Background: an optimization exercise with open tools, aiming at small area and a short achievable clock period. Do not read the settings as production practice. At most, simulation tests tie the RTL to the original design; equivalence was not proved. The flow treats the clock pin as an ideal source. Dropping or thinning the clock tree relies on that and would not hold on a real chip. Power is estimated from default activity; no workload was simulated.

==> flow/design.v <==
module PacketArbiter #
 ( parameter WIDTH = 8,
   parameter DEPTH = 8,
   parameter DLOG2 = 3,
   parameter KLOG2 = 3)
 ( input   clk,
   input   reset,
   input  [WIDTH-1:0]  A_tdata,
   input   A_tvalid,
   input   A_tlast,
   output reg A_tready,
   input  [WIDTH-1:0]  B_tdata,
   input   B_tvalid,
   input   B_tlast,
   output reg B_tready,
   output reg [WIDTH-1:0]  K_tdata,
   output reg K_tvalid,
   output reg K_tlast,
   input   K_tready);
  function [2:0] inc3(input [2:0] v);
    inc3 = {v[2] ^ (v[1] & v[0]), v[1] ^ v[0], ~v[0]};
  endfunction
  reg [WIDTH-1:0] A_mem [0:DEPTH-1];
  reg [WIDTH-1:0] B_mem [0:DEPTH-1];
  reg [WIDTH-1:0] K_mem [0:DEPTH-1];
  reg [2:0] wa, wb, lenA, lenB, kw;
  reg [DEPTH-1:0] ra, rb, kr;    
  reg grant;
  reg [2:0] lsel;    
  reg [WIDTH-1:0] cdata;
  reg [DEPTH-1:0] kwe;
  wire endA = (lenA != 0) && (lenA == kw);
  wire endB = (lenB != 0) && (lenB == kw);
  wire endc = grant ? endB : endA;
  wire [DEPTH-1:0] krn = {kr[DEPTH-1:1], 1'b0};
  wire klast = krn[lsel];
  wire [2:0] lenA_n = (A_tvalid && A_tlast) ? wa : lenA;
  wire [2:0] lenB_n = (B_tvalid && B_tlast) ? wb : lenB;
  wire grant_n = grant ^ endc;
  always @(posedge clk, posedge reset) begin
    if (reset) begin
      wa <= 0; wb <= 0; lenA <= 0; lenB <= 0;
      A_tready <= 1'b0; B_tready <= 1'b0;
    end else begin
      if (A_tvalid) begin
        A_tready <= ~A_tlast;
        wa <= A_tlast ? 3'd0 : inc3(wa);
        if (A_tlast) lenA <= wa;
      end
      if (B_tvalid) begin
        B_tready <= ~B_tlast;
        wb <= B_tlast ? 3'd0 : inc3(wb);
        if (B_tlast) lenB <= wb;
      end
    end
  end
  always @(posedge clk, posedge reset) begin
    if (reset) begin
      ra <= 1; rb <= 1; kw <= 0; grant <= 1'b0; lsel <= 0;
    end else begin
      lsel <= grant_n ? lenA_n : lenB_n;
      if (grant) rb <= {rb[DEPTH-2:0], rb[DEPTH-1]};
      else       ra <= {ra[DEPTH-2:0], ra[DEPTH-1]};
      kw <= endc ? 3'd0 : inc3(kw);
      grant <= grant_n;
    end
  end
  always @(posedge clk, posedge reset) begin
    if (reset) begin
      kr <= 1; K_tvalid <= 1'b0; K_tlast <= 1'b0;
    end else if (K_tready) begin
      K_tvalid <= 1'b1;
      K_tlast <= klast;
      kr <= klast ? {{(DEPTH-1){1'b0}}, 1'b1} : {kr[DEPTH-2:0], kr[DEPTH-1]};
    end
  end
  reg [WIDTH-1:0] crd, krd;
  integer i;
  always @* begin
    crd = {WIDTH{1'b0}};
    krd = {WIDTH{1'b0}};
    for (i = 0; i < DEPTH; i = i + 1) begin
      crd = crd | ({WIDTH{~grant & ra[i]}} & A_mem[i])
                | ({WIDTH{ grant & rb[i]}} & B_mem[i]);
      krd = krd | ({WIDTH{kr[i]}} & K_mem[i]);
    end
  end
  wire kbyp = |(kwe & kr);
  always @(posedge clk) begin
    if (A_tvalid && !reset) A_mem[wa] <= A_tdata;
    if (B_tvalid && !reset) B_mem[wb] <= B_tdata;
    cdata <= crd;
    for (i = 0; i < DEPTH; i = i + 1) begin
      kwe[i] <= !reset && kw == i;
      if (kwe[i]) K_mem[i] <= cdata;
    end
    if (K_tready) K_tdata <= kbyp ? cdata : krd;
  end
endmodule
Settings: LEC_CHECK=0, CAP_MARGIN=20, CORE_MARGIN=2, CORE_UTILIZATION=60, SETUP_SLACK_MARGIN=2.3, SLEW_MARGIN=20; clock period 4.0 ns.
standard.sh (not shown) runs the stock make flow with config.mk's settings and CLKGATE_MAP_FILE= SYNTH_SCRIPT=/design/flow/synth_recipe.tcl, a recipe that flattens the netlist after the stock synthesis.
==> flow/flow/run.sh <==
#!/bin/bash
# Standard ORFS layout, except that:
# - the clock tree is built by flow/cts_pre.tcl (hooked in through PRE_CTS_TCL)
#   instead of TritonCTS;
# - the port buffers are buf_2 cells (BUFFER_PORTS_ARGS).
# make's output goes to make.log here; ORFS's per-step logs stay under orfs/logs.
set -euo pipefail
here=$(pwd)
bash standard.sh "PRE_CTS_TCL=$here/flow/cts_pre.tcl" \
  "BUFFER_PORTS_ARGS=-buffer_cell sky130_fd_sc_hd__buf_2" \
  finish > make.log 2>&1
==> flow/flow/cts_pre.tcl <==
# Sourced by ORFS's cts.tcl before clock_tree_synthesis (PRE_CTS_TCL): builds
# a two-level clock tree by hand (the clock port drives 4 mid buffers, which
# drive 10 leaf buffers, each leaf driving about 26 flip-flops), then turns
# the clock_tree_synthesis call that follows into a no-op.
source [file join [file dirname [info script]] mycts.tcl]
mycts_run 4 10 sky130_fd_sc_hd__clkbuf_16 sky130_fd_sc_hd__clkbuf_16
set_propagated_clock [all_clocks]
proc clock_tree_synthesis {args} {
  puts "clock_tree_synthesis skipped: manual clock tree in place"
}
==> flow/flow/mycts.tcl <==
proc mycts_centre {items} {
  set sx 0; set sy 0
  foreach s $items { set sx [expr {$sx + [lindex $s 1]}]; set sy [expr {$sy + [lindex $s 2]}] }
  set n [llength $items]
  return [list [expr {int($sx / $n)}] [expr {int($sy / $n)}]]
}
proc mycts_split {items ngroups {axis 0}} {
  # cut items into ngroups groups of near-equal size, alternating the cut axis
  if {$ngroups <= 1} { return [list $items] }
  set n1 [expr {$ngroups / 2}]
  set n2 [expr {$ngroups - $n1}]
  set idx [expr {$axis ? 2 : 1}]
  set s [lsort -real -index $idx $items]
  set h [expr {int(round([llength $s] * double($n1) / $ngroups))}]
  set next [expr {1 - $axis}]
  return [concat [mycts_split [lrange $s 0 [expr {$h - 1}]] $n1 $next] \
                 [mycts_split [lrange $s $h end] $n2 $next]]
}
proc mycts_buf {name cell xy innet} {
  set block [ord::get_db_block]
  set m [[ord::get_db] findMaster $cell]
  set b [odb::dbInst_create $block $m $name]
  set w [$m getWidth]
  $b setLocation [expr {[lindex $xy 0] - $w / 2}] [lindex $xy 1]
  $b setPlacementStatus PLACED
  set net [odb::dbNet_create $block net_$name]
  $net setSigType CLOCK
  [$b findITerm A] connect $innet
  [$b findITerm X] connect $net
  return $net
}
proc mycts_run {nmid nleaf midcell leafcell} {
  set block [ord::get_db_block]
  set clknet [$block findNet clk]
  $clknet setSigType CLOCK
  set sinks {}
  foreach it [$clknet getITerms] {
    set bb [[$it getInst] getBBox]
    lappend sinks [list $it [expr {([$bb xMin] + [$bb xMax]) / 2.0}] [expr {([$bb yMin] + [$bb yMax]) / 2.0}]]
  }
  set leaves {}
  set i 0
  foreach g [mycts_split $sinks $nleaf] {
    set c [mycts_centre $g]
    lappend leaves [list $g [lindex $c 0] [lindex $c 1] $i]
    incr i
  }
  set j 0
  foreach mg [mycts_split $leaves $nmid] {
    set mnet [mycts_buf clkmid_$j $midcell [mycts_centre $mg] $clknet]
    foreach lf $mg {
      set lnet [mycts_buf clkleaf_[lindex $lf 3] $leafcell [lrange $lf 1 2] $mnet]
      foreach s [lindex $lf 0] {
        set it [lindex $s 0]
        $it disconnect
        $it connect $lnet
      }
    }
    incr j
  }
}
Rerun with:
==> flow/flow/cts_pre.tcl (replaced) <==
# Sourced by ORFS's cts.tcl before clock_tree_synthesis (PRE_CTS_TCL): builds
# a two-level clock tree by hand (the clock port drives 4 mid clock inverters,
# which drive 10 leaf clock inverters, each leaf driving about 26 flip-flops;
# two inversions, so the flip-flops see the port's clock), then turns the
# repair_clock_inverters and clock_tree_synthesis calls that follow into
# no-ops (repair_clock_inverters would clone the leaf inverters per flip-flop).
source [file join [file dirname [info script]] mycts.tcl]
mycts_run 4 10 sky130_fd_sc_hd__clkinv_8 sky130_fd_sc_hd__clkinv_16
set_propagated_clock [all_clocks]
proc repair_clock_inverters {args} {
  puts "repair_clock_inverters skipped: manual clock tree in place"
}
proc clock_tree_synthesis {args} {
  puts "clock_tree_synthesis skipped: manual clock tree in place"
}
--- a/flow/flow/mycts.tcl
+++ b/flow/flow/mycts.tcl
@@ -28,3 +28,5 @@
   [$b findITerm A] connect $innet
-  [$b findITerm X] connect $net
+  set out [$b findITerm X]
+  if {$out eq "NULL" || $out eq ""} { set out [$b findITerm Y] }
+  $out connect $net
   return $net
- SETUP_SLACK_MARGIN: 2.3 -> 2.4
After rerunning: The changed run passed the timing, DRC and antenna checks. Fmax came out lower by 0.35%. Via count rises by about 2.5%. Final area came out higher by 3.1%. Sequential share of layout area decreases by 2.0 points. Cell count is higher by about 1.6%.
Function was not checked in any run of this note: the RTL went through the layout flow alone. No run of this note takes its clock network from TritonCTS; it comes from the design's own scripts or RTL.

Another version of the RTL of PacketArbiter (not shown whole).
Size: roughly 35 I/O pins, about 0.0092 mm2 of cells after synthesis.
clock: 4.0 ns
lec_check: 0
cap_margin: 20
core_margin: 2
core_utilization: 60
setup_slack_margin: 2.35
slew_margin: 20
==> flow/flow/cts_pre.tcl <==
# Sourced by ORFS's cts.tcl before clock_tree_synthesis (PRE_CTS_TCL): builds
# a two-level clock tree by hand (the clock port drives 4 mid clock inverters,
# which drive 8 leaf clock inverters, each leaf driving about 30 flip-flops;
# two inversions, so the flip-flops see the port's clock), then turns the
# repair_clock_inverters and clock_tree_synthesis calls that follow into
# no-ops (repair_clock_inverters would clone the leaf inverters per flip-flop).
source [file join [file dirname [info script]] mycts.tcl]
mycts_run 4 8 sky130_fd_sc_hd__clkinv_8 sky130_fd_sc_hd__clkinv_16
set_propagated_clock [all_clocks]
proc repair_clock_inverters {args} {
  puts "repair_clock_inverters skipped: manual clock tree in place"
}
proc clock_tree_synthesis {args} {
  puts "clock_tree_synthesis skipped: manual clock tree in place"
}
==> flow/flow/mycts.tcl <==
proc mycts_centre {items} {
  set sx 0; set sy 0
  foreach s $items { set sx [expr {$sx + [lindex $s 1]}]; set sy [expr {$sy + [lindex $s 2]}] }
  set n [llength $items]
  return [list [expr {int($sx / $n)}] [expr {int($sy / $n)}]]
}
proc mycts_split {items ngroups {axis 0}} {
  # cut items into ngroups groups of near-equal size, alternating the cut axis
  if {$ngroups <= 1} { return [list $items] }
  set n1 [expr {$ngroups / 2}]
  set n2 [expr {$ngroups - $n1}]
  set idx [expr {$axis ? 2 : 1}]
  set s [lsort -real -index $idx $items]
  set h [expr {int(round([llength $s] * double($n1) / $ngroups))}]
  set next [expr {1 - $axis}]
  return [concat [mycts_split [lrange $s 0 [expr {$h - 1}]] $n1 $next] \
                 [mycts_split [lrange $s $h end] $n2 $next]]
}
proc mycts_buf {name cell xy innet} {
  set block [ord::get_db_block]
  set m [[ord::get_db] findMaster $cell]
  set b [odb::dbInst_create $block $m $name]
  set w [$m getWidth]
  $b setLocation [expr {[lindex $xy 0] - $w / 2}] [lindex $xy 1]
  $b setPlacementStatus PLACED
  set net [odb::dbNet_create $block net_$name]
  $net setSigType CLOCK
  [$b findITerm A] connect $innet
  set out [$b findITerm X]
  if {$out eq "NULL" || $out eq ""} { set out [$b findITerm Y] }
  $out connect $net
  return $net
}
proc mycts_run {nmid nleaf midcell leafcell} {
  set block [ord::get_db_block]
  set clknet [$block findNet clk]
  $clknet setSigType CLOCK
  set sinks {}
  foreach it [$clknet getITerms] {
    set bb [[$it getInst] getBBox]
    lappend sinks [list $it [expr {([$bb xMin] + [$bb xMax]) / 2.0}] [expr {([$bb yMin] + [$bb yMax]) / 2.0}]]
  }
  set leaves {}
  set i 0
  foreach g [mycts_split $sinks $nleaf] {
    set c [mycts_centre $g]
    lappend leaves [list $g [lindex $c 0] [lindex $c 1] $i]
    incr i
  }
  set j 0
  foreach mg [mycts_split $leaves $nmid] {
    set mnet [mycts_buf clkmid_$j $midcell [mycts_centre $mg] $clknet]
    foreach lf $mg {
      set lnet [mycts_buf clkleaf_[lindex $lf 3] $leafcell [lrange $lf 1 2] $mnet]
      foreach s [lindex $lf 0] {
        set it [lindex $s 0]
        $it disconnect
        $it connect $lnet
      }
    }
    incr j
  }
}
Scripts as last shown in full above: flow/flow/run.sh
Then changed:
--- a/flow/flow/cts_pre.tcl
+++ b/flow/flow/cts_pre.tcl
@@ -2,3 +2,3 @@
 # a two-level clock tree by hand (the clock port drives 4 mid clock inverters,
-# which drive 8 leaf clock inverters, each leaf driving about 30 flip-flops;
+# which drive 10 leaf clock inverters, each leaf driving about 26 flip-flops;
 # two inversions, so the flip-flops see the port's clock), then turns the
@@ -7,3 +7,3 @@
 source [file join [file dirname [info script]] mycts.tcl]
-mycts_run 4 8 sky130_fd_sc_hd__clkinv_8 sky130_fd_sc_hd__clkinv_16
+mycts_run 4 10 sky130_fd_sc_hd__clkinv_8 sky130_fd_sc_hd__clkinv_16
 set_propagated_clock [all_clocks]
Settings changed: SETUP_SLACK_MARGIN 2.35 to 2.55.
Outcome: Clock skew grows by 48 ps. Routed wire length grows by 5.7%. Design area grows by 11%. Core utilization grows by 7.7 points. Setup slack loses 26 ps. Critical path depth grows by 1.
Then changed:
Settings changed: SETUP_SLACK_MARGIN 2.55 to 2.45.
Outcome: Routed wire length stays flat; final area shrinks by 4.7%; first-iteration DRC count fell by 6.4%; setup slack loses 16 ps; cell count fell by 4.1%; fmax is lower by 0.99%; global-route usage increases by 0.11 points.
Then changed:
==> flow/flow/cts_pre.tcl (replaced) <==
# Sourced by ORFS's cts.tcl before clock_tree_synthesis (PRE_CTS_TCL): builds
# a two-level clock tree by hand (the clock port drives 4 mid buffers, which
# drive 10 leaf buffers, each leaf driving about 26 flip-flops), then turns
# the clock_tree_synthesis call that follows into a no-op.
source [file join [file dirname [info script]] mycts.tcl]
mycts_run 4 10 sky130_fd_sc_hd__clkbuf_16 sky130_fd_sc_hd__clkbuf_16
set_propagated_clock [all_clocks]
proc clock_tree_synthesis {args} {
  puts "clock_tree_synthesis skipped: manual clock tree in place"
}
--- a/flow/flow/mycts.tcl
+++ b/flow/flow/mycts.tcl
@@ -28,5 +28,3 @@
   [$b findITerm A] connect $innet
-  set out [$b findITerm X]
-  if {$out eq "NULL" || $out eq ""} { set out [$b findITerm Y] }
-  $out connect $net
+  [$b findITerm X] connect $net
   return $net
Settings changed: SETUP_SLACK_MARGIN 2.45 to 2.35.
The new run went through all stages and came out clean.
Combinational power came out lower by 16%.
Via count came out lower by 2.5%.
Global-route usage came out lower by 1.0 points.
Sequential share of layout area came out higher by 3.9 points.
Maximum frequency came out higher by about 0.9%.
Setup slack improved by 14 ps.
Wire length came out lower by 5.0%.
Power came out lower by 2.0%.
Flip-flop and latch count does not change.
Then changed:
==> flow/flow/cts_pre.tcl (replaced) <==
# Sourced by ORFS's cts.tcl before clock_tree_synthesis (PRE_CTS_TCL): builds
# a two-level clock tree by hand (the clock port drives 4 mid clock inverters,
# which drive 10 leaf clock inverters, each leaf driving about 26 flip-flops;
# two inversions, so the flip-flops see the port's clock), then turns the
# repair_clock_inverters and clock_tree_synthesis calls that follow into
# no-ops (repair_clock_inverters would clone the leaf inverters per flip-flop).
source [file join [file dirname [info script]] mycts.tcl]
mycts_run 4 10 sky130_fd_sc_hd__clkinv_8 sky130_fd_sc_hd__clkinv_16
set_propagated_clock [all_clocks]
proc repair_clock_inverters {args} {
  puts "repair_clock_inverters skipped: manual clock tree in place"
}
proc clock_tree_synthesis {args} {
  puts "clock_tree_synthesis skipped: manual clock tree in place"
}
--- a/flow/flow/mycts.tcl
+++ b/flow/flow/mycts.tcl
@@ -28,3 +28,5 @@
   [$b findITerm A] connect $innet
-  [$b findITerm X] connect $net
+  set out [$b findITerm X]
+  if {$out eq "NULL" || $out eq ""} { set out [$b findITerm Y] }
+  $out connect $net
   return $net
Outcome: Wire length hardly moves. Final area rises by 1.8%. Clock skew rises by 28 ps.
Then changed:
==> flow/flow/cts_pre.tcl (replaced) <==
# Sourced by ORFS's cts.tcl before clock_tree_synthesis (PRE_CTS_TCL): builds
# a two-level clock tree by hand (the clock port drives 4 mid buffers, which
# drive 10 leaf buffers, each leaf driving about 26 flip-flops), then turns
# the clock_tree_synthesis call that follows into a no-op.
source [file join [file dirname [info script]] mycts.tcl]
mycts_run 4 10 sky130_fd_sc_hd__clkbuf_16 sky130_fd_sc_hd__clkbuf_16
set_propagated_clock [all_clocks]
proc clock_tree_synthesis {args} {
  puts "clock_tree_synthesis skipped: manual clock tree in place"
}
--- a/flow/flow/mycts.tcl
+++ b/flow/flow/mycts.tcl
@@ -28,5 +28,3 @@
   [$b findITerm A] connect $innet
-  set out [$b findITerm X]
-  if {$out eq "NULL" || $out eq ""} { set out [$b findITerm Y] }
-  $out connect $net
+  [$b findITerm X] connect $net
   return $net
Settings changed: SETUP_SLACK_MARGIN 2.35 to 2.3.
Result: The new run completed without violations; clock power increases by about 10%; power increases by 1.0%; via count increases by 0.33%; register-to-register slack loses 90 ps; cell count is unchanged; hold slack gains 6.0 ps; final area decreases by 1.9%.
No run of this note takes its clock network from TritonCTS; it comes from the design's own scripts or RTL.

==> re-timing with driven ports <==
In the flow no input, the clock included, has a driving cell. The finished layouts below were timed again as built, in two steps.
Step 1, drivers: a clkbuf_16 drives clk and a buf_2 each remaining input, both assumed.
Step 2 moves the port delays by t, midway between the first and last clock arrival at a register: inputs arrive t later, outputs are due t later. That takes back most of the time a late clock gives input paths.
Three values: ideal, step 1, step 2; two values: the first two.
run	shift t [ns]	slack for setup (ns)	hold slack, ns	worst register clock-pin slew, ns	worst data-port slew with drivers (ns)
the first run of note 1	0.384	2.272 / 2.272 / 2.002	0.478 / 0.478 / 0.478	0.10 / 0.10	0.09
the second run of note 1	0.343	2.266 / 2.266 / 2.037	0.486 / 0.486 / 0.486	0.07 / 0.07	0.09
the first run of note 2	0.319	2.389 / 2.338 / 2.200	0.463 / 0.463 / 0.463	0.08 / 0.08	0.05
the second run of note 2	0.341	2.362 / 2.288 / 2.171	0.480 / 0.480 / 0.480	0.07 / 0.07	0.07
the third run of note 2	0.343	2.346 / 2.289 / 2.104	0.460 / 0.461 / 0.461	0.07 / 0.07	0.07
the fourth run of note 2	0.381	2.360 / 2.270 / 2.102	0.467 / 0.467 / 0.467	0.10 / 0.10	0.04
the fifth run of note 2	0.336	2.348 / 2.296 / 2.127	0.463 / 0.464 / 0.464	0.07 / 0.07	0.04
the sixth run of note 2	0.385	2.286 / 2.228 / 2.019	0.469 / 0.469 / 0.469	0.10 / 0.10	0.03
After both steps setup and hold are still met in every run listed. The setup slack of the first run of note 1, which loses most, moves by 0.000 ns with the drivers and by -0.270 ns with both steps.
